Context: an optimization exercise on an open-source flow, tuned for small area. The choices shown serve that exercise and are no tape-out recipe. RTL that was checked went through simulation tests only; none was proved equivalent to the original.

// queue
module queue(
    input clk,
    input rst,
    input wire [31:0] in,
    input signal,
    output wire [31:0] out,
    output queue_full,
    output queue_empty
);
    reg [31:0] mem [7:0];
    reg [31:0] deqOut;
    reg [2:0] head;      
    reg full, empty;
    wire enq = signal & ~full;
    wire deq = ~signal & ~empty;
    wire [7:0] sel;
    wire hold = ~deq;
    assign sel[0] = deq & ~head[2] & ~head[1] & ~head[0];
    assign sel[1] = deq & ~head[2] & ~head[1] &  head[0];
    assign sel[2] = deq & ~head[2] &  head[1] & ~head[0];
    assign sel[3] = deq & ~head[2] &  head[1] &  head[0];
    assign sel[4] = deq &  head[2] & ~head[1] & ~head[0];
    assign sel[5] = deq &  head[2] & ~head[1] &  head[0];
    assign sel[6] = deq &  head[2] &  head[1] & ~head[0];
    assign sel[7] = deq &  head[2] &  head[1] &  head[0];
    genvar g;
    wire [31:0] rd;
    generate
        for (g = 0; g < 32; g = g + 1) begin : g_rd
            queue_rdbit u_rd(
                .sel(sel), .hold(hold),
                .d({mem[7][g], mem[6][g], mem[5][g], mem[4][g],
                    mem[3][g], mem[2][g], mem[1][g], mem[0][g]}),
                .q(deqOut[g]), .y(rd[g]));
        end
    endgenerate
    integer i;
    always @(posedge clk) begin
        if (enq) begin
            mem[0] <= in;
            for (i = 1; i < 8; i = i + 1)
                mem[i] <= mem[i - 1];
        end
        deqOut <= rd;
    end
    wire [2:0] head_up = {head[2] ^ (head[1] & head[0]), head[1] ^ head[0], ~head[0]};
    wire [2:0] head_dn = {head[2] ^ (~head[1] & ~head[0]), ~(head[1] ^ head[0]), ~head[0]};
  ...
make LEC_CHECK=0 CAP_MARGIN=20 CORE_MARGIN=2 CORE_UTILIZATION=50 PLACE_DENSITY=0.65 SLEW_MARGIN=20 SYNTH_HIERARCHICAL=1 SYNTH_MINIMUM_KEEP_SIZE=0 finish   # period 5.0 ns
run.sh (not shown) runs the stock make flow with config.mk's settings and CLKGATE_MAP_FILE= SYNTH_SCRIPT=/design/flow/synth_recipe.tcl, a recipe that flattens the netlist after the stock synthesis.
Next try:
==> flow/flow/run.sh (new file) <==
#!/bin/bash
# The standard layout, with two changes: the port buffers are the smallest
# buffer (buf_1), and the clock tree uses clkbuf_8 leaf buffers for clusters
# of up to 16 flip-flops, without dummy loads.
set -euo pipefail
export BUFFER_PORTS_ARGS="-buffer_cell sky130_fd_sc_hd__buf_1"
export CTS_ARGS="-sink_clustering_enable -repair_clock_nets -dont_use_dummy_load -sink_clustering_size 16 -sink_clustering_max_diameter 60 -buf_list sky130_fd_sc_hd__clkbuf_8"
bash standard.sh > make.log 2>&1
==> flow/standard.sh (new file) <==
#!/bin/bash
# synth_recipe.tcl (not shown) runs the flow's synth.tcl, then flattens the netlist and writes it again
# the make line also repeats each setting of config.mk as NAME=value (left out here)
make -C /OpenROAD-flow-scripts/flow DESIGN_CONFIG=/design/flow/config.mk WORK_HOME=/design/flow/orfs CLKGATE_MAP_FILE= SYNTH_SCRIPT=/design/flow/synth_recipe.tcl "${@:-finish}"
removed: flow/run.sh
Result: Maximum frequency is higher by roughly a tenth; area after synthesis is unchanged; design area is lower by roughly a tenth; die area is unchanged; global-route usage stays flat; worst hold slack barely changes; clock-buffer cell count is lower by 15; first-iteration DRC count is lower by a little under a tenth; wire length hardly moves; setup slack gains 290 ps.

========
== the reference run ==
Another version of the RTL of queue (not shown whole).
Size in the first run: roughly 9800 um^2 of cells after synthesis.
==> flow/design.v (excerpt) <==
module queue(
    input clk,
    input rst,
    input wire [31:0] in,
    input signal,
    output wire [31:0] out,
    output queue_full,
    output queue_empty
);
    reg [31:0] mem [7:0];
    reg [31:0] deqOut;
    reg [2:0] head;      
    reg full, empty;
    wire enq = signal & ~full;
    wire deq = ~signal & ~empty;
    wire [7:0] sel;
    wire hold = ~deq;
    genvar g;
    generate
        for (g = 0; g < 8; g = g + 1) begin : g_sel
            assign sel[g] = deq & (head == g);
        end
    endgenerate
    wire [31:0] rd;
    generate
        for (g = 0; g < 32; g = g + 1) begin : g_rd
            queue_rdbit u_rd(
                .sel(sel), .hold(hold),
                .d({mem[7][g], mem[6][g], mem[5][g], mem[4][g],
                    mem[3][g], mem[2][g], mem[1][g], mem[0][g]}),
                .q(deqOut[g]), .y(rd[g]));
        end
    endgenerate
    integer i;
    always @(posedge clk) begin
        if (enq) begin
            mem[0] <= in;
            for (i = 1; i < 8; i = i + 1)
                mem[i] <= mem[i - 1];
        end
        deqOut <= rd;
    end
    always @(posedge clk) begin
        if (rst) begin
            head <= 3'd7;
            full <= 1'b0;
            empty <= 1'b1;
        end else if (enq) begin
            head <= head + 3'd1;
            empty <= 1'b0;
            full <= (head == 3'd6);
        end else if (deq) begin
            head <= head - 3'd1;
            full <= 1'b0;
            empty <= (head == 3'd0);
        end
    end
    assign out = deqOut;
    assign queue_full = full;
    assign queue_empty = empty;
endmodule
clock: 5.0 ns
lec_check: 0
cap_margin: 20
core_margin: 2
core_utilization: 40
cts_buf_list: sky130_fd_sc_hd__clkbuf_4 sky130_fd_sc_hd__clkbuf_8
place_density: 0.6
slew_margin: 20
synth_hierarchical: 1
synth_minimum_keep_size: 0
Stock flow here: none of the scripts above is used.
Input-level comparison between the trial run and the reference run:
- a deleted CTS_BUF_LIST that had been sky130_fd_sc_hd__clkbuf_4 sky130_fd_sc_hd__clkbuf_8
## What came out
For the cell area after layout, the trial run came in about 0.7% lower than the reference run did.
Fraction of the core area covered by cells at the end of the flow for the trial run is lower than for the reference run.
In the tables for the reference run and the trial run, detail-routed via count per cell reads lower with the reference run.
As far as combined buffer and inverter count along the critical path goes, the trial run and the reference run are indistinguishable; the numbers are identical.
Compared with the reference run, in the trial run global-route wire length before repair shows a reduction of 460 um, number of clock-tree buffers in the layout fell 30.
Function was not checked in any run of this note: the RTL went through the layout flow alone.

## afterwards: timing with drivers on the ports
The results above use ideal ports. As a check the final layouts listed here were re-extracted and re-timed, cells and wires unchanged. Step 1 (the two cells are an assumption about what drives the block):
set clk [get_ports {clk}]
set_driving_cell -lib_cell sky130_fd_sc_hd__clkbuf_16 $clk
set_driving_cell -lib_cell sky130_fd_sc_hd__buf_2 [delete_from_list [all_inputs] $clk]
Step 2 times the ports against the registers' clock, not the clock port: input delays grow and output delays shrink by t, the midpoint of the rising clock arrivals with the driver on. a / b / c = ideal / step 1 / step 2; a / b = the first two.
run	shift t [ns]	setup WS [ns]	worst slew at a driven data input, ns
the first run of note 1	0.575	2.138 / 2.157 / 1.582	0.03
the second run of note 1	0.555	2.431 / 2.446 / 1.891	0.04
the reference run	0.580	2.278 / 2.294 / 1.714	0.06
the trial run	0.577	2.275 / 2.295 / 1.718	0.05
After both steps setup and hold are still met in every run listed. For the reference run, which loses most, drivers alone change the setup slack by +0.016 ns; drivers and shift together by -0.564 ns.
